This design comes from an exercise in tuning for small area, a short achievable clock period and few clock cycles per item on the open sky130 flow, not from production work. Function was not checked in any run shown here: the RTL went through the layout flow alone. Power and IR drop assume default switching activity.

**flow/run.sh**
```bash
#!/bin/bash
# synth_recipe.tcl (not shown) runs the flow's synth.tcl, then flattens the netlist and writes it again
# the make line also repeats each setting of config.mk as NAME=value (left out here)
make -C /OpenROAD-flow-scripts/flow DESIGN_CONFIG=/design/flow/config.mk WORK_HOME=/design/flow/orfs CLKGATE_MAP_FILE= SYNTH_SCRIPT=/design/flow/synth_recipe.tcl finish
```
**flow/config.mk**
```make
export PLATFORM = sky130hd
export DESIGN_NAME = simple_generic_matrix_mult
export DESIGN_NICKNAME = simple_generic_matrix_mult
export VERILOG_FILES = /design/flow/design.v
export SDC_FILE = /design/flow/constraint.sdc
export NUM_CORES = 4
export LEC_CHECK = 0
export CAP_MARGIN = 20
export CORE_MARGIN = 2
export CORE_UTILIZATION = 40
export SLEW_MARGIN = 20
export SYNTH_HIERARCHICAL = 1
export SYNTH_MINIMUM_KEEP_SIZE = 0
```
**flow/constraint.sdc**
```tcl
create_clock -name core_clock -period 10.0 [get_ports {clk}]
set_input_delay 2.0000 -clock core_clock [delete_from_list [all_inputs] [get_ports {clk}]]
set_output_delay 2.0000 -clock core_clock [all_outputs]
set_load 0.01 [all_outputs]
```
**flow/design.v**
```verilog
module simple_generic_matrix_mult #(
    parameter integer M = 3,
    parameter integer N = 3,
    parameter integer P = 3,
    parameter integer DATA_WIDTH = 8
)(
    input  wire clk,
    input  wire rst,
    input  wire start,
    input  wire signed [DATA_WIDTH-1:0] a_in,
    input  wire [$clog2(M*N)-1:0] a_addr,
    input  wire a_wen,
    input  wire signed [DATA_WIDTH-1:0] b_in,
    input  wire [$clog2(N*P)-1:0] b_addr,
    input  wire b_wen,
    output reg [2*DATA_WIDTH-1:0] c_out,
    output reg c_valid,
    output reg done
);
    localparam integer E = 1;    
    reg [7:0] A [0:8];
    reg [7:0] B [0:8];
    always @(posedge clk) begin
        if (a_wen) A[a_addr] <= a_in;
        if (b_wen) B[b_addr] <= b_in;
    end
    reg [3:0] t;
    reg [2:0] row, col;    
    wire adv = start | (t != 0);
    always @(posedge clk or posedge rst) begin
        if (rst) begin
            t <= 0;
            row <= 3'b001;
            col <= 3'b001;
            c_valid <= 0;
            done <= 0;
        end else begin
            c_valid <= adv && (t >= E) && (t <= E + 8);
            done <= (t == E + 8);
            t <= (t == E + 8) ? 4'd0 : adv ? t + 4'd1 : 4'd0;
            if (adv && t <= 8) begin
                col <= {col[1:0], col[2]};
                if (col[2]) row <= {row[1:0], row[2]};
            end
        end
    end
    wire [7:0] a0 = ({8{row[0]}} & A[0]) | ({8{row[1]}} & A[3]) | ({8{row[2]}} & A[6]);
    wire [7:0] a1 = ({8{row[0]}} & A[1]) | ({8{row[1]}} & A[4]) | ({8{row[2]}} & A[7]);
    wire [7:0] a2 = ({8{row[0]}} & A[2]) | ({8{row[1]}} & A[5]) | ({8{row[2]}} & A[8]);
    wire [7:0] b0 = ({8{col[0]}} & B[0]) | ({8{col[1]}} & B[1]) | ({8{col[2]}} & B[2]);
    wire [7:0] b1 = ({8{col[0]}} & B[3]) | ({8{col[1]}} & B[4]) | ({8{col[2]}} & B[5]);
    wire [7:0] b2 = ({8{col[0]}} & B[6]) | ({8{col[1]}} & B[7]) | ({8{col[2]}} & B[8]);
    wire pp0_0_0, pp0_0_1, pp0_0_2, pp0_0_3, pp0_0_4, pp0_0_5, pp0_0_6, pp0_0_7, pp0_1_0, pp0_1_1, pp0_1_2, pp0_1_3, pp0_1_4, pp0_1_5, pp0_1_6, pp0_1_7, pp0_2_0, pp0_2_1, pp0_2_2, pp0_2_3, pp0_2_4, pp0_2_5, pp0_2_6, pp0_2_7, pp0_3_0, pp0_3_1, pp0_3_2, pp0_3_3, pp0_3_4, pp0_3_5, pp0_3_6, pp0_3_7, pp0_4_0, pp0_4_1, pp0_4_2, pp0_4_3, pp0_4_4, pp0_4_5, pp0_4_6, pp0_4_7, pp0_5_0, pp0_5_1, pp0_5_2, pp0_5_3, pp0_5_4, pp0_5_5, pp0_5_6, pp0_5_7, pp0_6_0, pp0_6_1, pp0_6_2, pp0_6_3, pp0_6_4, pp0_6_5, pp0_6_6, pp0_6_7, pp0_7_0, pp0_7_1, pp0_7_2, pp0_7_3, pp0_7_4, pp0_7_5, pp0_7_6, pp0_7_7, pp1_0_0, pp1_0_1, pp1_0_2, pp1_0_3, pp1_0_4, pp1_0_5, pp1_0_6, pp1_0_7, pp1_1_0, pp1_1_1, pp1_1_2, pp1_1_3, pp1_1_4, pp1_1_5, pp1_1_6, pp1_1_7, pp1_2_0, pp1_2_1, pp1_2_2, pp1_2_3, pp1_2_4, pp1_2_5, pp1_2_6, pp1_2_7, pp1_3_0, pp1_3_1, pp1_3_2, pp1_3_3, pp1_3_4, pp1_3_5, pp1_3_6, pp1_3_7, pp1_4_0, pp1_4_1, pp1_4_2, pp1_4_3, pp1_4_4, pp1_4_5, pp1_4_6, pp1_4_7, pp1_5_0, pp1_5_1, pp1_5_2, pp1_5_3, pp1_5_4, pp1_5_5, pp1_5_6, pp1_5_7, pp1_6_0, pp1_6_1, pp1_6_2, pp1_6_3, pp1_6_4, pp1_6_5, pp1_6_6, pp1_6_7, pp1_7_0, pp1_7_1, pp1_7_2, pp1_7_3, pp1_7_4, pp1_7_5, pp1_7_6, pp1_7_7, pp2_0_0, pp2_0_1, pp2_0_2, pp2_0_3, pp2_0_4, pp2_0_5, pp2_0_6, pp2_0_7, pp2_1_0, pp2_1_1, pp2_1_2, pp2_1_3, pp2_1_4, pp2_1_5, pp2_1_6, pp2_1_7, pp2_2_0, pp2_2_1, pp2_2_2, pp2_2_3, pp2_2_4, pp2_2_5, pp2_2_6, pp2_2_7, pp2_3_0, pp2_3_1, pp2_3_2, pp2_3_3, pp2_3_4, pp2_3_5, pp2_3_6, pp2_3_7, pp2_4_0, pp2_4_1, pp2_4_2, pp2_4_3, pp2_4_4, pp2_4_5, pp2_4_6, pp2_4_7, pp2_5_0, pp2_5_1, pp2_5_2, pp2_5_3, pp2_5_4, pp2_5_5, pp2_5_6, pp2_5_7, pp2_6_0, pp2_6_1, pp2_6_2, pp2_6_3, pp2_6_4, pp2_6_5, pp2_6_6, pp2_6_7, pp2_7_0, pp2_7_1, pp2_7_2, pp2_7_3, pp2_7_4, pp2_7_5, pp2_7_6, pp2_7_7, s1, c2, s3, c4, s5, c6, s7, c8, s9, c10, s11, c12, s13, c14, s15, c16, s17, c18, s19, c20, s21, c22, s23, c24, s25, c26, s27, c28, s29, c30, s31, c32, s33, c34, s35, c36, s37, c38, s39, c40, s41, c42, s43, c44, s45, c46, s47, c48, s49, c50, s51, c52, s53, c54, s55, c56, s57, c58, s59, c60, s61, c62, s63, c64, s65, c66, s67, c68, s69, c70, s71, c72, s73, c74, s75, c76, s77, c78, s79, c80, s81, c82, s83, c84, s85, c86, s87, c88, s89, c90, s91, c92, s93, c94, s95, c96, s97, c98, s99, c100, s101, c102, s103, c104, s105, c106, s107, c108, s109, c110, s111, c112, s113, c114, s115, c116, s117, c118, s119, c120, s121, c122, s123, c124, s125, c126, s127, c128, s129, c130, s131, c132, s133, c134, s135, c136, s137, c138, s139, c140, s141, c142, s143, c144, s145, c146, s147, c148, s149, c150, s151, c152, s153, c154, s155, c156, s157, c158, s159, c160, s161, c162, s163, c164, s165, c166, s167, c168, s169, c170, s171, c172, s173, c174, s175, c176, s177, c178, s179, c180, s181, c182, s183, c184, s185, c186, s187, c188, s189, c190, s191, c192, s193, c194, s195, c196, s197, c198, s199, c200, s201, c202, s203, c204, s205, c206, s207, c208, s209, c210, s211, c212, s213, c214, s215, c216, s217, c218, s219, c220, s221, c222, s223, c224, s225, c226, s227, c228, s229, c230, s231, c232, s233, c234, s235, c236, s237, c238, s239, c240, s241, c242, s243, c244, s245, c246, s247, c248, s249, c250, s251, c252, s253, c254, s255, c256, s257, c258, s259, c260, s261, c262, s263, c264, s265, c266, s267, c268, s269, c270, s271, c272, s273, c274, s275, c276, s277, c278, s279, c280, s281, c282, s283, c284, s285, c286, s287, c288, s289, c290, s291, c292, s293, c294, s295, c296, s297, c298, s299, c300, s301, c302, s303, c304, s305, c306, s307, c308, s309, c310, s311, s312, c313, s314, c315, s316, c317, s318, c319, s320, c321, s322, c323, s324, c325, s326, c327, s328, c329, s330, c331, s332, c333, s334, c335, s336, c337, s338, c339, s340, c341, s342;
    assign pp0_0_0 = a0[0] & b0[0];
    assign pp0_0_1 = a0[0] & b0[1];
    assign pp0_0_2 = a0[0] & b0[2];
    assign pp0_0_3 = a0[0] & b0[3];
    assign pp0_0_4 = a0[0] & b0[4];
    assign pp0_0_5 = a0[0] & b0[5];
    assign pp0_0_6 = a0[0] & b0[6];
    assign pp0_0_7 = ~(a0[0] & b0[7]);
    assign pp0_1_0 = a0[1] & b0[0];
    assign pp0_1_1 = a0[1] & b0[1];
    assign pp0_1_2 = a0[1] & b0[2];
    assign pp0_1_3 = a0[1] & b0[3];
    assign pp0_1_4 = a0[1] & b0[4];
    assign pp0_1_5 = a0[1] & b0[5];
    assign pp0_1_6 = a0[1] & b0[6];
    assign pp0_1_7 = ~(a0[1] & b0[7]);
    assign pp0_2_0 = a0[2] & b0[0];
    assign pp0_2_1 = a0[2] & b0[1];
    assign pp0_2_2 = a0[2] & b0[2];
    assign pp0_2_3 = a0[2] & b0[3];
    assign pp0_2_4 = a0[2] & b0[4];
    assign pp0_2_5 = a0[2] & b0[5];
    assign pp0_2_6 = a0[2] & b0[6];
    assign pp0_2_7 = ~(a0[2] & b0[7]);
    assign pp0_3_0 = a0[3] & b0[0];
    assign pp0_3_1 = a0[3] & b0[1];
    assign pp0_3_2 = a0[3] & b0[2];
    assign pp0_3_3 = a0[3] & b0[3];
    assign pp0_3_4 = a0[3] & b0[4];
    assign pp0_3_5 = a0[3] & b0[5];
    assign pp0_3_6 = a0[3] & b0[6];
    assign pp0_3_7 = ~(a0[3] & b0[7]);
    assign pp0_4_0 = a0[4] & b0[0];
    assign pp0_4_1 = a0[4] & b0[1];
    assign pp0_4_2 = a0[4] & b0[2];
    assign pp0_4_3 = a0[4] & b0[3];
    assign pp0_4_4 = a0[4] & b0[4];
    assign pp0_4_5 = a0[4] & b0[5];
    assign pp0_4_6 = a0[4] & b0[6];
    assign pp0_4_7 = ~(a0[4] & b0[7]);
    assign pp0_5_0 = a0[5] & b0[0];
    assign pp0_5_1 = a0[5] & b0[1];
    assign pp0_5_2 = a0[5] & b0[2];
    assign pp0_5_3 = a0[5] & b0[3];
    assign pp0_5_4 = a0[5] & b0[4];
    assign pp0_5_5 = a0[5] & b0[5];
    assign pp0_5_6 = a0[5] & b0[6];
    assign pp0_5_7 = ~(a0[5] & b0[7]);
    assign pp0_6_0 = a0[6] & b0[0];
    assign pp0_6_1 = a0[6] & b0[1];
    assign pp0_6_2 = a0[6] & b0[2];
    assign pp0_6_3 = a0[6] & b0[3];
    assign pp0_6_4 = a0[6] & b0[4];
    assign pp0_6_5 = a0[6] & b0[5];
    assign pp0_6_6 = a0[6] & b0[6];
    assign pp0_6_7 = ~(a0[6] & b0[7]);
    assign pp0_7_0 = ~(a0[7] & b0[0]);
    assign pp0_7_1 = ~(a0[7] & b0[1]);
    assign pp0_7_2 = ~(a0[7] & b0[2]);
    assign pp0_7_3 = ~(a0[7] & b0[3]);
    assign pp0_7_4 = ~(a0[7] & b0[4]);
    assign pp0_7_5 = ~(a0[7] & b0[5]);
    assign pp0_7_6 = ~(a0[7] & b0[6]);
    assign pp0_7_7 = a0[7] & b0[7];
    assign pp1_0_0 = a1[0] & b1[0];
    assign pp1_0_1 = a1[0] & b1[1];
    assign pp1_0_2 = a1[0] & b1[2];
    assign pp1_0_3 = a1[0] & b1[3];
    assign pp1_0_4 = a1[0] & b1[4];
    assign pp1_0_5 = a1[0] & b1[5];
    assign pp1_0_6 = a1[0] & b1[6];
    assign pp1_0_7 = ~(a1[0] & b1[7]);
    assign pp1_1_0 = a1[1] & b1[0];
    assign pp1_1_1 = a1[1] & b1[1];
    assign pp1_1_2 = a1[1] & b1[2];
    assign pp1_1_3 = a1[1] & b1[3];
    assign pp1_1_4 = a1[1] & b1[4];
    assign pp1_1_5 = a1[1] & b1[5];
    assign pp1_1_6 = a1[1] & b1[6];
    assign pp1_1_7 = ~(a1[1] & b1[7]);
    assign pp1_2_0 = a1[2] & b1[0];
    assign pp1_2_1 = a1[2] & b1[1];
    assign pp1_2_2 = a1[2] & b1[2];
    assign pp1_2_3 = a1[2] & b1[3];
    assign pp1_2_4 = a1[2] & b1[4];
    assign pp1_2_5 = a1[2] & b1[5];
    assign pp1_2_6 = a1[2] & b1[6];
    assign pp1_2_7 = ~(a1[2] & b1[7]);
    assign pp1_3_0 = a1[3] & b1[0];
    assign pp1_3_1 = a1[3] & b1[1];
    assign pp1_3_2 = a1[3] & b1[2];
    assign pp1_3_3 = a1[3] & b1[3];
    assign pp1_3_4 = a1[3] & b1[4];
    assign pp1_3_5 = a1[3] & b1[5];
    assign pp1_3_6 = a1[3] & b1[6];
    assign pp1_3_7 = ~(a1[3] & b1[7]);
    assign pp1_4_0 = a1[4] & b1[0];
    assign pp1_4_1 = a1[4] & b1[1];
    assign pp1_4_2 = a1[4] & b1[2];
    assign pp1_4_3 = a1[4] & b1[3];
    assign pp1_4_4 = a1[4] & b1[4];
    assign pp1_4_5 = a1[4] & b1[5];
    assign pp1_4_6 = a1[4] & b1[6];
    assign pp1_4_7 = ~(a1[4] & b1[7]);
    assign pp1_5_0 = a1[5] & b1[0];
    assign pp1_5_1 = a1[5] & b1[1];
    assign pp1_5_2 = a1[5] & b1[2];
    assign pp1_5_3 = a1[5] & b1[3];
    assign pp1_5_4 = a1[5] & b1[4];
    assign pp1_5_5 = a1[5] & b1[5];
    assign pp1_5_6 = a1[5] & b1[6];
    assign pp1_5_7 = ~(a1[5] & b1[7]);
    assign pp1_6_0 = a1[6] & b1[0];
    assign pp1_6_1 = a1[6] & b1[1];
    assign pp1_6_2 = a1[6] & b1[2];
    assign pp1_6_3 = a1[6] & b1[3];
    assign pp1_6_4 = a1[6] & b1[4];
    assign pp1_6_5 = a1[6] & b1[5];
    assign pp1_6_6 = a1[6] & b1[6];
    assign pp1_6_7 = ~(a1[6] & b1[7]);
    assign pp1_7_0 = ~(a1[7] & b1[0]);
    assign pp1_7_1 = ~(a1[7] & b1[1]);
    assign pp1_7_2 = ~(a1[7] & b1[2]);
    assign pp1_7_3 = ~(a1[7] & b1[3]);
    assign pp1_7_4 = ~(a1[7] & b1[4]);
    assign pp1_7_5 = ~(a1[7] & b1[5]);
    assign pp1_7_6 = ~(a1[7] & b1[6]);
    assign pp1_7_7 = a1[7] & b1[7];
    assign pp2_0_0 = a2[0] & b2[0];
    assign pp2_0_1 = a2[0] & b2[1];
    assign pp2_0_2 = a2[0] & b2[2];
    assign pp2_0_3 = a2[0] & b2[3];
    assign pp2_0_4 = a2[0] & b2[4];
    assign pp2_0_5 = a2[0] & b2[5];
    assign pp2_0_6 = a2[0] & b2[6];
    assign pp2_0_7 = ~(a2[0] & b2[7]);
    assign pp2_1_0 = a2[1] & b2[0];
    assign pp2_1_1 = a2[1] & b2[1];
    assign pp2_1_2 = a2[1] & b2[2];
    assign pp2_1_3 = a2[1] & b2[3];
    assign pp2_1_4 = a2[1] & b2[4];
    assign pp2_1_5 = a2[1] & b2[5];
    assign pp2_1_6 = a2[1] & b2[6];
    assign pp2_1_7 = ~(a2[1] & b2[7]);
    assign pp2_2_0 = a2[2] & b2[0];
    assign pp2_2_1 = a2[2] & b2[1];
    assign pp2_2_2 = a2[2] & b2[2];
    assign pp2_2_3 = a2[2] & b2[3];
    assign pp2_2_4 = a2[2] & b2[4];
    assign pp2_2_5 = a2[2] & b2[5];
    assign pp2_2_6 = a2[2] & b2[6];
    assign pp2_2_7 = ~(a2[2] & b2[7]);
    assign pp2_3_0 = a2[3] & b2[0];
    assign pp2_3_1 = a2[3] & b2[1];
    assign pp2_3_2 = a2[3] & b2[2];
    assign pp2_3_3 = a2[3] & b2[3];
    assign pp2_3_4 = a2[3] & b2[4];
    assign pp2_3_5 = a2[3] & b2[5];
    assign pp2_3_6 = a2[3] & b2[6];
    assign pp2_3_7 = ~(a2[3] & b2[7]);
    assign pp2_4_0 = a2[4] & b2[0];
    assign pp2_4_1 = a2[4] & b2[1];
    assign pp2_4_2 = a2[4] & b2[2];
    assign pp2_4_3 = a2[4] & b2[3];
    assign pp2_4_4 = a2[4] & b2[4];
    assign pp2_4_5 = a2[4] & b2[5];
    assign pp2_4_6 = a2[4] & b2[6];
    assign pp2_4_7 = ~(a2[4] & b2[7]);
    assign pp2_5_0 = a2[5] & b2[0];
    assign pp2_5_1 = a2[5] & b2[1];
    assign pp2_5_2 = a2[5] & b2[2];
    assign pp2_5_3 = a2[5] & b2[3];
    assign pp2_5_4 = a2[5] & b2[4];
    assign pp2_5_5 = a2[5] & b2[5];
    assign pp2_5_6 = a2[5] & b2[6];
    assign pp2_5_7 = ~(a2[5] & b2[7]);
    assign pp2_6_0 = a2[6] & b2[0];
    assign pp2_6_1 = a2[6] & b2[1];
    assign pp2_6_2 = a2[6] & b2[2];
    assign pp2_6_3 = a2[6] & b2[3];
    assign pp2_6_4 = a2[6] & b2[4];
    assign pp2_6_5 = a2[6] & b2[5];
    assign pp2_6_6 = a2[6] & b2[6];
    assign pp2_6_7 = ~(a2[6] & b2[7]);
    assign pp2_7_0 = ~(a2[7] & b2[0]);
    assign pp2_7_1 = ~(a2[7] & b2[1]);
    assign pp2_7_2 = ~(a2[7] & b2[2]);
    assign pp2_7_3 = ~(a2[7] & b2[3]);
    assign pp2_7_4 = ~(a2[7] & b2[4]);
    assign pp2_7_5 = ~(a2[7] & b2[5]);
    assign pp2_7_6 = ~(a2[7] & b2[6]);
    assign pp2_7_7 = a2[7] & b2[7];
    mm_fa u_s1 (.a(pp0_0_6), .b(pp0_1_5), .c(pp0_2_4), .s(s1), .co(c2));
    mm_fa u_s3 (.a(pp0_0_7), .b(pp0_1_6), .c(pp0_2_5), .s(s3), .co(c4));
    mm_fa u_s5 (.a(pp0_3_4), .b(pp0_4_3), .c(pp0_5_2), .s(s5), .co(c6));
    mm_fa u_s7 (.a(pp0_6_1), .b(pp0_7_0), .c(pp1_0_7), .s(s7), .co(c8));
    mm_fa u_s9 (.a(pp0_1_7), .b(pp0_2_6), .c(pp0_3_5), .s(s9), .co(c10));
    mm_fa u_s11 (.a(pp0_4_4), .b(pp0_5_3), .c(pp0_6_2), .s(s11), .co(c12));
    mm_fa u_s13 (.a(pp0_7_1), .b(pp1_1_7), .c(pp1_2_6), .s(s13), .co(c14));
    mm_fa u_s15 (.a(pp0_2_7), .b(pp0_3_6), .c(pp0_4_5), .s(s15), .co(c16));
    mm_ha u_s17 (.a(pp0_5_4), .b(pp0_6_3), .s(s17), .co(c18));
    mm_fa u_s19 (.a(pp0_0_4), .b(pp0_1_3), .c(pp0_2_2), .s(s19), .co(c20));
    mm_fa u_s21 (.a(pp0_0_5), .b(pp0_1_4), .c(pp0_2_3), .s(s21), .co(c22));
    mm_fa u_s23 (.a(pp0_3_2), .b(pp0_4_1), .c(pp0_5_0), .s(s23), .co(c24));
    mm_fa u_s25 (.a(pp1_0_5), .b(pp1_1_4), .c(pp1_2_3), .s(s25), .co(c26));
    mm_fa u_s27 (.a(s1), .b(pp0_3_3), .c(pp0_4_2), .s(s27), .co(c28));
    mm_fa u_s29 (.a(pp0_5_1), .b(pp0_6_0), .c(pp1_0_6), .s(s29), .co(c30));
    mm_fa u_s31 (.a(pp1_1_5), .b(pp1_2_4), .c(pp1_3_3), .s(s31), .co(c32));
    mm_fa u_s33 (.a(pp1_4_2), .b(pp1_5_1), .c(pp1_6_0), .s(s33), .co(c34));
    mm_ha u_s35 (.a(pp2_0_6), .b(pp2_1_5), .s(s35), .co(c36));
    mm_fa u_s37 (.a(c2), .b(s3), .c(s5), .s(s37), .co(c38));
    mm_fa u_s39 (.a(s7), .b(pp1_1_6), .c(pp1_2_5), .s(s39), .co(c40));
    mm_fa u_s41 (.a(pp1_3_4), .b(pp1_4_3), .c(pp1_5_2), .s(s41), .co(c42));
    mm_fa u_s43 (.a(pp1_6_1), .b(pp1_7_0), .c(pp2_0_7), .s(s43), .co(c44));
    mm_fa u_s45 (.a(pp2_1_6), .b(pp2_2_5), .c(pp2_3_4), .s(s45), .co(c46));
    mm_ha u_s47 (.a(pp2_4_3), .b(pp2_5_2), .s(s47), .co(c48));
    mm_fa u_s49 (.a(c4), .b(c6), .c(c8), .s(s49), .co(c50));
    mm_fa u_s51 (.a(s9), .b(s11), .c(s13), .s(s51), .co(c52));
    mm_fa u_s53 (.a(pp1_3_5), .b(pp1_4_4), .c(pp1_5_3), .s(s53), .co(c54));
    mm_fa u_s55 (.a(pp1_6_2), .b(pp1_7_1), .c(pp2_1_7), .s(s55), .co(c56));
    mm_fa u_s57 (.a(pp2_2_6), .b(pp2_3_5), .c(pp2_4_4), .s(s57), .co(c58));
    mm_fa u_s59 (.a(pp2_5_3), .b(pp2_6_2), .c(pp2_7_1), .s(s59), .co(c60));
    mm_fa u_s61 (.a(c10), .b(c12), .c(c14), .s(s61), .co(c62));
    mm_fa u_s63 (.a(s15), .b(s17), .c(pp0_7_2), .s(s63), .co(c64));
    mm_fa u_s65 (.a(pp1_2_7), .b(pp1_3_6), .c(pp1_4_5), .s(s65), .co(c66));
    mm_fa u_s67 (.a(pp1_5_4), .b(pp1_6_3), .c(pp1_7_2), .s(s67), .co(c68));
    mm_fa u_s69 (.a(pp2_2_7), .b(pp2_3_6), .c(pp2_4_5), .s(s69), .co(c70));
    mm_fa u_s71 (.a(pp2_5_4), .b(pp2_6_3), .c(pp2_7_2), .s(s71), .co(c72));
    mm_fa u_s73 (.a(c16), .b(c18), .c(pp0_3_7), .s(s73), .co(c74));
    mm_fa u_s75 (.a(pp0_4_6), .b(pp0_5_5), .c(pp0_6_4), .s(s75), .co(c76));
    mm_fa u_s77 (.a(pp0_7_3), .b(pp1_3_7), .c(pp1_4_6), .s(s77), .co(c78));
    mm_fa u_s79 (.a(pp1_5_5), .b(pp1_6_4), .c(pp1_7_3), .s(s79), .co(c80));
    mm_fa u_s81 (.a(pp2_3_7), .b(pp2_4_6), .c(pp2_5_5), .s(s81), .co(c82));
    mm_fa u_s83 (.a(pp0_4_7), .b(pp0_5_6), .c(pp0_6_5), .s(s83), .co(c84));
    mm_fa u_s85 (.a(pp0_7_4), .b(pp1_4_7), .c(pp1_5_6), .s(s85), .co(c86));
    mm_fa u_s87 (.a(pp0_0_3), .b(pp0_1_2), .c(pp0_2_1), .s(s87), .co(c88));
    mm_ha u_s89 (.a(pp0_3_0), .b(pp1_0_3), .s(s89), .co(c90));
    mm_fa u_s91 (.a(s19), .b(pp0_3_1), .c(pp0_4_0), .s(s91), .co(c92));
    mm_fa u_s93 (.a(pp1_0_4), .b(pp1_1_3), .c(pp1_2_2), .s(s93), .co(c94));
    mm_fa u_s95 (.a(pp1_3_1), .b(pp1_4_0), .c(pp2_0_4), .s(s95), .co(c96));
    mm_fa u_s97 (.a(c20), .b(s21), .c(s23), .s(s97), .co(c98));
    mm_fa u_s99 (.a(s25), .b(pp1_3_2), .c(pp1_4_1), .s(s99), .co(c100));
    mm_fa u_s101 (.a(pp1_5_0), .b(pp2_0_5), .c(pp2_1_4), .s(s101), .co(c102));
    mm_ha u_s103 (.a(pp2_2_3), .b(pp2_3_2), .s(s103), .co(c104));
    mm_fa u_s105 (.a(c22), .b(c24), .c(c26), .s(s105), .co(c106));
    mm_fa u_s107 (.a(s27), .b(s29), .c(s31), .s(s107), .co(c108));
    mm_fa u_s109 (.a(s33), .b(s35), .c(pp2_2_4), .s(s109), .co(c110));
    mm_fa u_s111 (.a(pp2_3_3), .b(pp2_4_2), .c(pp2_5_1), .s(s111), .co(c112));
    mm_fa u_s113 (.a(c28), .b(c30), .c(c32), .s(s113), .co(c114));
    mm_fa u_s115 (.a(c34), .b(c36), .c(s37), .s(s115), .co(c116));
    mm_fa u_s117 (.a(s39), .b(s41), .c(s43), .s(s117), .co(c118));
    mm_fa u_s119 (.a(s45), .b(s47), .c(pp2_6_1), .s(s119), .co(c120));
    mm_fa u_s121 (.a(c38), .b(c40), .c(c42), .s(s121), .co(c122));
    mm_fa u_s123 (.a(c44), .b(c46), .c(c48), .s(s123), .co(c124));
    mm_fa u_s125 (.a(s49), .b(s51), .c(s53), .s(s125), .co(c126));
    mm_fa u_s127 (.a(s55), .b(s57), .c(s59), .s(s127), .co(c128));
    mm_fa u_s129 (.a(c50), .b(c52), .c(c54), .s(s129), .co(c130));
    mm_fa u_s131 (.a(c56), .b(c58), .c(c60), .s(s131), .co(c132));
    mm_fa u_s133 (.a(s61), .b(s63), .c(s65), .s(s133), .co(c134));
    mm_fa u_s135 (.a(s67), .b(s69), .c(s71), .s(s135), .co(c136));
    mm_fa u_s137 (.a(c62), .b(c64), .c(c66), .s(s137), .co(c138));
    mm_fa u_s139 (.a(c68), .b(c70), .c(c72), .s(s139), .co(c140));
    mm_fa u_s141 (.a(s73), .b(s75), .c(s77), .s(s141), .co(c142));
    mm_fa u_s143 (.a(s79), .b(s81), .c(pp2_6_4), .s(s143), .co(c144));
    mm_fa u_s145 (.a(c74), .b(c76), .c(c78), .s(s145), .co(c146));
    mm_fa u_s147 (.a(c80), .b(c82), .c(s83), .s(s147), .co(c148));
    mm_fa u_s149 (.a(s85), .b(pp1_6_5), .c(pp1_7_4), .s(s149), .co(c150));
    mm_fa u_s151 (.a(pp2_4_7), .b(pp2_5_6), .c(pp2_6_5), .s(s151), .co(c152));
    mm_fa u_s153 (.a(c84), .b(c86), .c(pp0_5_7), .s(s153), .co(c154));
    mm_fa u_s155 (.a(pp0_6_6), .b(pp0_7_5), .c(pp1_5_7), .s(s155), .co(c156));
    mm_fa u_s157 (.a(pp1_6_6), .b(pp1_7_5), .c(pp2_5_7), .s(s157), .co(c158));
    mm_fa u_s159 (.a(pp0_0_2), .b(pp0_1_1), .c(pp0_2_0), .s(s159), .co(c160));
    mm_ha u_s161 (.a(pp1_0_2), .b(pp1_1_1), .s(s161), .co(c162));
    mm_fa u_s163 (.a(s87), .b(s89), .c(pp1_1_2), .s(s163), .co(c164));
    mm_fa u_s165 (.a(pp1_2_1), .b(pp1_3_0), .c(pp2_0_3), .s(s165), .co(c166));
    mm_ha u_s167 (.a(pp2_1_2), .b(pp2_2_1), .s(s167), .co(c168));
    mm_fa u_s169 (.a(c88), .b(c90), .c(s91), .s(s169), .co(c170));
    mm_fa u_s171 (.a(s93), .b(s95), .c(pp2_1_3), .s(s171), .co(c172));
    mm_fa u_s173 (.a(pp2_2_2), .b(pp2_3_1), .c(pp2_4_0), .s(s173), .co(c174));
    mm_fa u_s175 (.a(c92), .b(c94), .c(c96), .s(s175), .co(c176));
    mm_fa u_s177 (.a(s97), .b(s99), .c(s101), .s(s177), .co(c178));
    mm_fa u_s179 (.a(s103), .b(pp2_4_1), .c(pp2_5_0), .s(s179), .co(c180));
    mm_fa u_s181 (.a(c98), .b(c100), .c(c102), .s(s181), .co(c182));
    mm_fa u_s183 (.a(c104), .b(s105), .c(s107), .s(s183), .co(c184));
    mm_fa u_s185 (.a(s109), .b(s111), .c(pp2_6_0), .s(s185), .co(c186));
    mm_fa u_s187 (.a(c106), .b(c108), .c(c110), .s(s187), .co(c188));
    mm_fa u_s189 (.a(c112), .b(s113), .c(s115), .s(s189), .co(c190));
    mm_fa u_s191 (.a(s117), .b(s119), .c(pp2_7_0), .s(s191), .co(c192));
    mm_fa u_s193 (.a(c114), .b(c116), .c(c118), .s(s193), .co(c194));
    mm_fa u_s195 (.a(c120), .b(s121), .c(s123), .s(s195), .co(c196));
    assign s197 = ~(s125 ^ s127);
    assign c198 = s125 | s127;
    mm_fa u_s199 (.a(c122), .b(c124), .c(c126), .s(s199), .co(c200));
    mm_fa u_s201 (.a(c128), .b(s129), .c(s131), .s(s201), .co(c202));
    assign s203 = ~(s133 ^ s135);
    assign c204 = s133 | s135;
    mm_fa u_s205 (.a(c130), .b(c132), .c(c134), .s(s205), .co(c206));
    mm_fa u_s207 (.a(c136), .b(s137), .c(s139), .s(s207), .co(c208));
    mm_fa u_s209 (.a(s141), .b(s143), .c(pp2_7_3), .s(s209), .co(c210));
    mm_fa u_s211 (.a(c138), .b(c140), .c(c142), .s(s211), .co(c212));
    mm_fa u_s213 (.a(c144), .b(s145), .c(s147), .s(s213), .co(c214));
    mm_fa u_s215 (.a(s149), .b(s151), .c(pp2_7_4), .s(s215), .co(c216));
    mm_fa u_s217 (.a(c146), .b(c148), .c(c150), .s(s217), .co(c218));
    mm_fa u_s219 (.a(c152), .b(s153), .c(s155), .s(s219), .co(c220));
    mm_fa u_s221 (.a(s157), .b(pp2_6_6), .c(pp2_7_5), .s(s221), .co(c222));
    mm_fa u_s223 (.a(c154), .b(c156), .c(c158), .s(s223), .co(c224));
    mm_fa u_s225 (.a(pp0_6_7), .b(pp0_7_6), .c(pp1_6_7), .s(s225), .co(c226));
    mm_fa u_s227 (.a(pp1_7_6), .b(pp2_6_7), .c(pp2_7_6), .s(s227), .co(c228));
    mm_fa u_s229 (.a(pp0_0_1), .b(pp0_1_0), .c(pp1_0_1), .s(s229), .co(c230));
    mm_fa u_s231 (.a(s159), .b(s161), .c(pp1_2_0), .s(s231), .co(c232));
    mm_ha u_s233 (.a(pp2_0_2), .b(pp2_1_1), .s(s233), .co(c234));
    mm_fa u_s235 (.a(c160), .b(c162), .c(s163), .s(s235), .co(c236));
    mm_fa u_s237 (.a(s165), .b(s167), .c(pp2_3_0), .s(s237), .co(c238));
    mm_fa u_s239 (.a(c164), .b(c166), .c(c168), .s(s239), .co(c240));
    mm_fa u_s241 (.a(s169), .b(s171), .c(s173), .s(s241), .co(c242));
    mm_fa u_s243 (.a(c170), .b(c172), .c(c174), .s(s243), .co(c244));
    mm_fa u_s245 (.a(s175), .b(s177), .c(s179), .s(s245), .co(c246));
    mm_fa u_s247 (.a(c176), .b(c178), .c(c180), .s(s247), .co(c248));
    mm_fa u_s249 (.a(s181), .b(s183), .c(s185), .s(s249), .co(c250));
    mm_fa u_s251 (.a(c182), .b(c184), .c(c186), .s(s251), .co(c252));
    mm_fa u_s253 (.a(s187), .b(s189), .c(s191), .s(s253), .co(c254));
    mm_fa u_s255 (.a(c188), .b(c190), .c(c192), .s(s255), .co(c256));
    mm_fa u_s257 (.a(s193), .b(s195), .c(s197), .s(s257), .co(c258));
    mm_fa u_s259 (.a(c194), .b(c196), .c(c198), .s(s259), .co(c260));
    mm_fa u_s261 (.a(s199), .b(s201), .c(s203), .s(s261), .co(c262));
    mm_fa u_s263 (.a(c200), .b(c202), .c(c204), .s(s263), .co(c264));
    mm_fa u_s265 (.a(s205), .b(s207), .c(s209), .s(s265), .co(c266));
    mm_fa u_s267 (.a(c206), .b(c208), .c(c210), .s(s267), .co(c268));
    mm_fa u_s269 (.a(s211), .b(s213), .c(s215), .s(s269), .co(c270));
    mm_fa u_s271 (.a(c212), .b(c214), .c(c216), .s(s271), .co(c272));
    mm_fa u_s273 (.a(s217), .b(s219), .c(s221), .s(s273), .co(c274));
    mm_fa u_s275 (.a(c218), .b(c220), .c(c222), .s(s275), .co(c276));
    mm_fa u_s277 (.a(s223), .b(s225), .c(s227), .s(s277), .co(c278));
    mm_fa u_s279 (.a(c224), .b(c226), .c(c228), .s(s279), .co(c280));
    mm_fa u_s281 (.a(pp0_7_7), .b(pp1_7_7), .c(pp2_7_7), .s(s281), .co(c282));
    mm_ha u_s283 (.a(s229), .b(pp1_1_0), .s(s283), .co(c284));
    mm_fa u_s285 (.a(c230), .b(s231), .c(s233), .s(s285), .co(c286));
    mm_fa u_s287 (.a(c232), .b(c234), .c(s235), .s(s287), .co(c288));
    mm_fa u_s289 (.a(c236), .b(c238), .c(s239), .s(s289), .co(c290));
    mm_fa u_s291 (.a(c240), .b(c242), .c(s243), .s(s291), .co(c292));
    mm_fa u_s293 (.a(c244), .b(c246), .c(s247), .s(s293), .co(c294));
    mm_fa u_s295 (.a(c248), .b(c250), .c(s251), .s(s295), .co(c296));
    mm_fa u_s297 (.a(c252), .b(c254), .c(s255), .s(s297), .co(c298));
    mm_fa u_s299 (.a(c256), .b(c258), .c(s259), .s(s299), .co(c300));
    mm_fa u_s301 (.a(c260), .b(c262), .c(s263), .s(s301), .co(c302));
    mm_fa u_s303 (.a(c264), .b(c266), .c(s267), .s(s303), .co(c304));
    mm_fa u_s305 (.a(c268), .b(c270), .c(s271), .s(s305), .co(c306));
    mm_fa u_s307 (.a(c272), .b(c274), .c(s275), .s(s307), .co(c308));
    mm_fa u_s309 (.a(c276), .b(c278), .c(s279), .s(s309), .co(c310));
    assign s311 = c280 ^ c282;
    mm_ha u_s312 (.a(pp0_0_0), .b(pp1_0_0), .s(s312), .co(c313));
    mm_fa u_s314 (.a(s283), .b(pp2_0_1), .c(pp2_1_0), .s(s314), .co(c315));
    mm_fa u_s316 (.a(c284), .b(s285), .c(pp2_2_0), .s(s316), .co(c317));
    mm_fa u_s318 (.a(c286), .b(s287), .c(s237), .s(s318), .co(c319));
    mm_fa u_s320 (.a(c288), .b(s289), .c(s241), .s(s320), .co(c321));
    mm_fa u_s322 (.a(c290), .b(s291), .c(s245), .s(s322), .co(c323));
    mm_fa u_s324 (.a(c292), .b(s293), .c(s249), .s(s324), .co(c325));
    mm_fa u_s326 (.a(c294), .b(s295), .c(s253), .s(s326), .co(c327));
    mm_fa u_s328 (.a(c296), .b(s297), .c(s257), .s(s328), .co(c329));
    mm_fa u_s330 (.a(c298), .b(s299), .c(s261), .s(s330), .co(c331));
    mm_fa u_s332 (.a(c300), .b(s301), .c(s265), .s(s332), .co(c333));
    mm_fa u_s334 (.a(c302), .b(s303), .c(s269), .s(s334), .co(c335));
    mm_fa u_s336 (.a(c304), .b(s305), .c(s273), .s(s336), .co(c337));
    mm_fa u_s338 (.a(c306), .b(s307), .c(s277), .s(s338), .co(c339));
    mm_fa u_s340 (.a(c308), .b(s309), .c(s281), .s(s340), .co(c341));
    assign s342 = c310 ^ s311 ^ 1'b1;
    reg ra_s312, ra_pp2_0_0, ra_c313, ra_s314, ra_c315, ra_s316, ra_c317, ra_s318, ra_c319, ra_s320, ra_c321, ra_s322, ra_c323, ra_s324, ra_c325, ra_s326, ra_c327, ra_s328, ra_c329, ra_s330, ra_c331, ra_s332, ra_c333, ra_s334, ra_c335, ra_s336, ra_c337, ra_s338, ra_c339, ra_s340, ra_c341, ra_s342;
    always @(posedge clk) begin
        ra_s312 <= s312;
        ra_pp2_0_0 <= pp2_0_0;
        ra_c313 <= c313;
        ra_s314 <= s314;
        ra_c315 <= c315;
        ra_s316 <= s316;
        ra_c317 <= c317;
        ra_s318 <= s318;
        ra_c319 <= c319;
        ra_s320 <= s320;
        ra_c321 <= c321;
        ra_s322 <= s322;
        ra_c323 <= c323;
        ra_s324 <= s324;
        ra_c325 <= c325;
        ra_s326 <= s326;
        ra_c327 <= c327;
        ra_s328 <= s328;
        ra_c329 <= c329;
        ra_s330 <= s330;
        ra_c331 <= c331;
        ra_s332 <= s332;
        ra_c333 <= c333;
        ra_s334 <= s334;
        ra_c335 <= c335;
        ra_s336 <= s336;
        ra_c337 <= c337;
        ra_s338 <= s338;
        ra_c339 <= c339;
        ra_s340 <= s340;
        ra_c341 <= c341;
        ra_s342 <= s342;
    end
    wire [15:0] row1 = {ra_c341, ra_c339, ra_c337, ra_c335, ra_c333, ra_c331, ra_c329, ra_c327, ra_c325, ra_c323, ra_c321, ra_c319, ra_c317, ra_c315, ra_c313, ra_s312};
    wire [15:0] row2 = {ra_s342, ra_s340, ra_s338, ra_s336, ra_s334, ra_s332, ra_s330, ra_s328, ra_s326, ra_s324, ra_s322, ra_s320, ra_s318, ra_s316, ra_s314, ra_pp2_0_0};
    always @(posedge clk) c_out <= row1 + row2;
endmodule
module mm_fa (input wire a, input wire b, input wire c, output wire s, output wire co);
    assign s = a ^ b ^ c;
    assign co = (a & b) | (a & c) | (b & c);
endmodule
module mm_ha (input wire a, input wire b, output wire s, output wire co);
    assign s = a ^ b;
    assign co = a & b;
endmodule
```
==> results of run 1 <==
## routing by layer
metal	vias to the layer above	GRT usage, %	share of wire, %
met4	0	4.867	2.6
met5	-	0	0
met2	271	29.41	47
met3	48	3.281	7.2
li1	3110	-	-
met1	3553	24.82	43
## worst register-to-register path, delay by kind of cell, from the launching register on
| kind | cells | cell delay [ns] |
|---|---|---|
| simple gates | 1 | 0.18 |
| compound gates | 1 | 1.04 |
| fa+ha+maj | 7 | 3.49 |
| flops | 1 | 0.72 |
## Yosys stat by module (local to each module, per instance)
| module | cell area (sq um) | flip-flops and latches |
|---|---|---|
| simple_generic_matrix_mult | 8325 | 204 |
| mm_ha | 12.51 | 0 |
| mm_fa | 20.02 | 0 |
## worst max-delay path by stage
stage	end	cells after the start	slack, ns
2_1_floorplan	ra_s326$_DFF_P_	11	5.03
3_3_place_gp	ra_s328$_DFF_P_	10	4.52
3_5_place_dp	ra_s328$_DFF_P_	9	4.47
6_report	ra_s328$_DFF_P_	9	4.47
4_1_cts	ra_s328$_DFF_P_	10	4.45
5_1_grt	ra_s328$_DFF_P_	9	4.10
## registers in the layout (all words and copies together), names as in the netlist, 3 cells and up
signal and cells:
B 72, c_out 16, col 3, t 4, A 72, row 3
## layout make-up
class / instances / area, sq um
Fill cell: 2521 / 15210
Multi-Input combinational cell: 577 / 5772
Sequential cell: 204 / 5588
Timing Repair Buffer: 93 / 808.3
Clock buffer: 31 / 594.3
Tap cell: 384 / 480.5
Clock inverter: 8 / 88.84
Inverter: 21 / 78.83
## layout by cell type (no fill, tap or decap), drive strengths merged, types with 6 or more instances in the layout
cell type	netlist	routed
buf	18	47
clkbuf	3	31
inv	21	21
nor2	167	167
mux2	6	6
nand2b	42	42
a22oi	6	6
xnor2	8	8
nand2	33	33
clkinv	0	6
edfxtp	144	144
clkdlybuf4s50	0	46
ha	31	31
dfrtp	10	10
o21ai	6	6
a222oi	42	42
fa	159	159
dfxtp	48	48
a21oi	15	15
nor3	12	12
## power by group
part | leakage [uW] | total, uW | internal, uW | switching (uW)
Combinational | 0.00289 | 87.3 | 42.0 | 45.3
Sequential | 0.00184 | 945 | 928 | 17.4
Clock | 0.000326 | 772 | 443 | 330
Total | 0.00506 | 1800 | 1410 | 392
## through the flow
| stage | cells | utilization, % |
|---|---|---|
| 2_1_floorplan | 823 | - |
| 3_3_place_gp | 1277 | 44.43 |
| 3_5_place_dp | 1279 | 44.46 |
| 4_1_cts | 1318 | 46.85 |
| 5_1_grt | 1318 | 46.85 |
| 6_report | 1318 | 46.85 |
## kinds of logic (layout without fill, tap and decap cells)
group                      after synthesis  count (layout)
AOI/OAI and AO/OA                       93              93
muxes                                    8               8
buffers and inverters                   42             153
xor gates and xnor gates                13              13
and+or+nand+nor                        273             273
adders and majority gates              190             190
DFF                                    204             204
==> results.json, run 1 <==
{
  "powerDensity_nw_per_um2": 134.6,
  "cts_tree": "built",
  "nNetsFinal": 1138,
  "setup_ws_ns": 4.473,
  "cts_resized": 0,
  "clk_path_buf_depth": 3,
  "rr_worst_depth": 9,
  "place_ws_ns": 4.471,
  "hold-worst-slack_ns": 0.4369,
  "cts_htree_levels": 1,
  "dieArea_sq_um": 30410,
  "end_kind": "register",
  "cpPeakStageDelay_ns": 1.04,
  "synth_fp_nets": 1042,
  "cts_root_buffer": "clkbuf_16",
  "fin_crit_ns": 5.527,
  "synth_top_family_by_area": "adder cells",
  "holdBufCountCts": 0,
  "ys_types": 50,
  "outcome": "finished clean",
  "worst_path_max_delay_cell": "a222oi_1",
  "total_leakage_power_uw": 0.005058,
  "io_buffers": 46,
  "final_area_sq_um": 13410,
  "vias": 6982,
  "synth_top_area_share_pct": 37.23,
  "holdCritPathClass": "register to register",
  "post-route-period-util_pct": 55.27,
  "avgSynthCellArea_sq_um": 14.11,
  "yosys-top-cells-count": "nor2_1 (167), fa_1 (159), edfxtp_1 (144)",
  "yosys.area_share.xor_xnor_pct": 0.9804,
  "crit_start": "col[1]$_DFFE_PP0N_",
  "power.total_uw": 1805,
  "ys.flop_type": "edfxtp_1",
  "yosysWarnings": 7,
  "n_antenna_cell": 0,
  "holdPathEnd": "c_out[0]$_DFF_P_",
  "initial_core_util_pct": 40.57,
  "ys_seq_elements": 204,
  "yosys-mux-area-fraction_pct": 0.7541,
  "worstSkewPairLatency_ns": 0.53,
  "synth_edf_count": 144,
  "synth.top_cells.by_area": "edfxtp_1 (37%), fa_1 (27%), dfxtp_1 (8.3%), nor2_1 (5.4%), a222oi_1 (3.6%)",
  "finalSetupViolCount": 0,
  "synth_compound_area_share_pct": 6.658,
  "fin_tns_setup_ns": 0,
  "antenna_found_initial": 0,
  "path_common_cell": "fa_1",
  "relSlewSlack_pct": 25.16,
  "required_ns": 10.40,
  "finalWirelength_um": 26460,
  "num_rows": 62,
  "synthAdderAreaFrac_pct": 30.75,
  "drive_gt1_share_pct": 9.957,
  "reg2reg_slack_ns": 4.47,
  "postPlaceCellArea_sq_um": 12730,
  "cp_top_family": "adder cells",
  "rsz0062_at_grt": "false",
  "place.gp.congestion": 0.8792,
  "cts_inserted_buffers": 22,
  "dp_hpwl_um": 19320,
  "postRouteAntennaNets": 0,
  "viasPerCell": 5.297,
  "critPathBufInv": 0,
  "drc": 0,
  "startpoint_type": "register",
  "worst_hold_startpoint": "ra_pp2_0_0$_DFF_P_",
  "critPathKind": "register to register",
  "die_y_um": 174.4,
  "grt_max_degree": 27,
  "syn_inst": 823,
  "grt_pass1_vias": 7552,
  "synth-async-reset-ratio_pct": 5.882,
  "tightest_slew_ns": 1.123,
  "drt-pass1-iter-count": 6,
  "clock-sinks": 204,
  "clkTransAtPathRegs_ns": 0.06,
  "grt_usage_pct": 17.98,
  "slew_viol_final": 0,
  "yosysMostFrequentCell": "nor2_1",
  "finalHoldViolations": 0,
  "path_cells": "a222oi_1 > nor2_1 > fa_1 > fa_1 > fa_1 > fa_1 > fa_1 > fa_1 > fa_1",
  "r2r-end": "ra_s328$_DFF_P_",
  "worst-path-max-fanout": 26,
  "r2r-start": "col[1]$_DFFE_PP0N_",
  "core_sq_um": 28630,
  "netlist_area_sq_um": 11610,
  "wl_per_cell_um": 20.08,
  "pin_count": 47,
  "drv_cap": 0,
  "drt_iter0_markers": 716,
  "ys_seq_area_share_pct": 48.11,
  "fmax_ghz": 0.1809,
  "grt_pass1_wl_um": 42480,
  "area_growth_pct": 15.47,
  "yosys.area.top_type": "edfxtp_1",
  "whs_path_depth": 1,
  "skew_ns": 0.01578,
  "synthSimpleGateAreaFrac_pct": 10.51,
  "grt-ovfl-total": 0,
  "die_w_um": 174.4,
  "ir_drop_v": 0.0001318,
  "arrival_ns": 5.93,
  "post_cts_buffers": 0
}
==> run 2, diff against run 1 <==
--- a/flow/config.mk
+++ b/flow/config.mk
@@ -6,7 +6,9 @@
 export NUM_CORES = 4
 export LEC_CHECK = 0
+export ABC_CLOCK_PERIOD_IN_PS = 3000
 export CAP_MARGIN = 20
 export CORE_MARGIN = 2
 export CORE_UTILIZATION = 40
+export SETUP_SLACK_MARGIN = 5
 export SLEW_MARGIN = 20
 export SYNTH_HIERARCHICAL = 1
==> results.json, run 2 <==
{
  "arrival_ns": 5.25,
  "io_buffers": 46,
  "seqCellArea_sq_um": 5600,
  "tightest_slew_ns": 0.9645,
  "grt_pass1_vias": 7592,
  "fin_tns_setup_ns": 0,
  "vias": 7027,
  "mostFrequentLayoutCells": "nor2_1 (167), fa_1 (159), edfxtp_1 (144)",
  "total_leakage_power_uw": 0.005134,
  "required_ns": 10.40,
  "end_kind": "register",
  "cts_inserted_buffers": 22,
  "grtUsageMet1_pct": 24.85,
  "startpoint_type": "register",
  "ys_seq_elements": 204,
  "pin_count": 47,
  "ys.flop_type": "edfxtp_1",
  "powerDensity_nw_per_um2": 132.9,
  "yosys-top-cells-count": "nor2_1 (167), fa_1 (159), edfxtp_1 (144)",
  "fin_crit_ns": 4.845,
  "grt.busiest_layer": "met2",
  "switching_power_uw": 391.8,
  "use_met3_pct": 3.346,
  "cts_htree_levels": 1,
  "dieArea_sq_um": 30410,
  "die_w_um": 174.4,
  "synthAdderAreaFrac_pct": 30.75,
  "antenna_found_initial": 0,
  "power_frac_seq_pct": 52.4,
  "relSlewSlack_pct": 35.46,
  "synth-async-reset-ratio_pct": 5.882,
  "post-route-period-util_pct": 48.45,
  "yosys.area.top_type": "edfxtp_1",
  "finalSetupViolCount": 0,
  "fmax_ghz": 0.2064,
  "ir_drop_v": 0.0001323,
  "synth_top_family_by_area": "adder cells",
  "drive_gt1_share_pct": 12.09,
  "power_frac_comb_pct": 4.9,
  "clock-sinks": 204,
  "p_int_uw": 1412,
  "viasPerCell": 5.264,
  "ys_seq_area_share_pct": 48.11,
  "reg2reg_slack_ns": 5.16,
  "netlist_area_sq_um": 11610,
  "n_antenna_cell": 0,
  "drv_cap": 0,
  "yosys.area_share.xor_xnor_pct": 0.9804,
  "final_common_cell": "nor2_1",
  "initial_core_util_pct": 40.57,
  "core_sq_um": 28630,
  "layout.cells.non_filler": 1335,
  "dp_hpwl_um": 19320,
  "synth_fp_nets": 1042,
  "yosys-mux-area-fraction_pct": 0.7541,
  "synth.top_cells.by_area": "edfxtp_1 (37%), fa_1 (27%), dfxtp_1 (8.3%), nor2_1 (5.4%), a222oi_1 (3.6%)",
  "synth_edf_count": 144,
  "yosysWarnings": 7,
  "p_clk_share_pct": 42.8,
  "cts_root_buffer": "clkbuf_16",
  "die_y_um": 174.4,
  "worstSkewPairLatency_ns": 0.53,
  "rsz0062_at_grt": "false",
  "sw_frac_of_total_pct": 21.72,
  "num_rows": 62,
  "avgSynthCellArea_sq_um": 14.11,
  "holdCritPathClass": "register to register",
  "critPathKind": "register to register",
  "nNetsFinal": 1155,
  "reg_top3": "A: 72 flops, B: 72 flops, c_out: 16 flops",
  "drt-pass1-iter-count": 7,
  "syn_inst": 823,
  "synth_compound_area_share_pct": 6.658,
  "wl_per_cell_um": 20.16,
  "synth_top_area_share_pct": 37.23,
  "slew_viol_final": 0,
  "yosysMostFrequentCell": "nor2_1",
  "drt_iter0_markers": 769,
  "placed_cells": 1279,
  "postRouteAntennaNets": 0,
  "clk_path_buf_depth": 3,
  "outcome": "finished clean",
  "synthSimpleGateAreaFrac_pct": 10.51,
  "nFillCells": 2515,
  "drc": 0,
  "grt-ovfl-total": 0,
  "finalHoldViolations": 0,
  "multiInputGateArea_sq_um": 5779,
  "grt_max_degree": 27,
  "cts_tree": "built",
  "grt_pass1_wl_um": 42640,
  "area_growth_pct": 16.87,
  "grt_usage_pct": 18.03,
  "place.gp.congestion": 0.8792,
  "use_met2_pct": 29.48,
  "worst-path-max-fanout": 23,
  "skew_ns": 0.01520,
  "ys_types": 50,
  "finalWirelength_um": 26910,
  "clkTransAtPathRegs_ns": 0.06
}
-- run 2: cell types whose count changed in the layout (fill, tap and decap cells not counted) --
cell / previous run / this run
buf_4: 45 / 58
buf_6: 0 / 4
dfrtp_1: 10 / 8
dfrtp_2: 0 / 1
dfrtp_4: 0 / 1
dfstp_2: 2 / 0
dfstp_4: 0 / 2
nand2_1: 33 / 30
nand2_2: 0 / 3
-- run 2: power groups by stage --
stage | combinational, uW | clock [uW] | sequential (uW)
CTS | 88.4 | 789 | 945
finish | 87.7 | 771 | 945
floorplan | 58.7 | 0 | 954
detailed placement | 87.2 | 0 | 963
global placement | 85.9 | 0 | 962
global route | 99.6 | 823 | 948
-- run 2: worst max-delay path, stage by stage, from the launching register on --
cell	delay (ns)
dfrtp_1	0.42
buf_6	0.20
a222oi_1	0.33
buf_4	0.24
nor2_1	0.07
fa_1	0.49
fa_1	0.47
fa_1	0.51
fa_1	0.54
fa_1	0.47
fa_1	0.56
fa_1	0.42
-- run 2: worst paths after layout --
kind                            cells after the start                  to          startpoint
worst max-delay path                               11     ra_s330$_DFF_P_  row[1]$_DFFE_PP0P_
worst min-delay path                                1    c_out[0]$_DFF_P_  ra_pp2_0_0$_DFF_P_
worst max register to register                     11     ra_s330$_DFF_P_  row[1]$_DFFE_PP0P_
worst min register to register                      1    c_out[0]$_DFF_P_  ra_pp2_0_0$_DFF_P_
max in group asynchronous                           2  col[1]$_DFFE_PP0N_                 rst
min in group asynchronous                           2   c_valid$_DFF_PP0_                 rst
-- run 2: kinds of logic after synthesis --
logic type / after synthesis
simple gates: 273
flops: 204
fa+ha+maj: 190
compound gates: 93
buf+inv: 42
xor+xnor: 13
mux: 8
-- run 2: area by class of cell --
class                   instances  share of cell area (%)
well taps                     384                   3.540
clock buffers                  31                   4.379
clock inverters                 8                  0.6545
inverters                      21                  0.5808
flip-flops and latches        204                   41.26
multi-input cells             577                   42.58
repair buffers                110                   7.006
-- run 2: layer usage --
metal	share of wire [%]	vias up
li1	-	3141
met5	0	-
met4	2.5	0
met3	6.8	49
met1	43	3593
met2	47	244
-- run 2: timing repair --
action / in CTS / in global routing
pin swaps: 4 / 4
hold buffers: 0 / 0
endpoints found under the setup margin: 20 / 13
setup buffers: 6 / 11
resized for setup: 4 / 5
-- run 2: metrics by stage --
step           worst slack [ns]  power, uW  util, %  hold slack, ns  area (sq um)
2_1_floorplan             5.032       1012        -          0.4200         11610
3_3_place_gp              4.524       1048    44.43          0.4332         12720
3_5_place_dp              4.471       1050    44.46          0.4342         12730
4_1_cts                   5.041       1822    47.04          0.4463         13470
5_1_grt                   5.005       1871    47.42          0.4592         13570
6_report                  5.155       1804    47.42          0.4374         13570
-- run 2: Yosys stat by module (local to each module, per instance) --
module | times used | flip-flops and latches | cells inside | cell area, sq um
mm_fa | 158 | 0 | 1 | 20.02
simple_generic_matrix_mult | 1 | 204 | 655 | 8325
mm_ha | 10 | 0 | 1 | 12.51

afterwards: timing with drivers on the ports:
In the flow no input, the clock included, has a driving cell. The finished layouts below were timed again as built, in two steps. Step 1, drivers: a clkbuf_16 drives clk and a buf_2 each remaining input, both assumed. Step 2 also shifts input and output timing later by t, the mid clock arrival at the registers, as if the neighbouring blocks saw the same clock. Slacks: no drivers / after step 1 / after step 2; pairs: no drivers / after step 1.
run	shift t [ns]	setup WS [ns]	worst setup path at the end	worst data-port slew with drivers (ns)
run 1	0.569	4.473 / 4.473 / 4.473	register to register	0.04
run 2	0.569	5.155 / 5.155 / 5.155	register to register	0.04
After both steps every run listed still meets setup and hold.
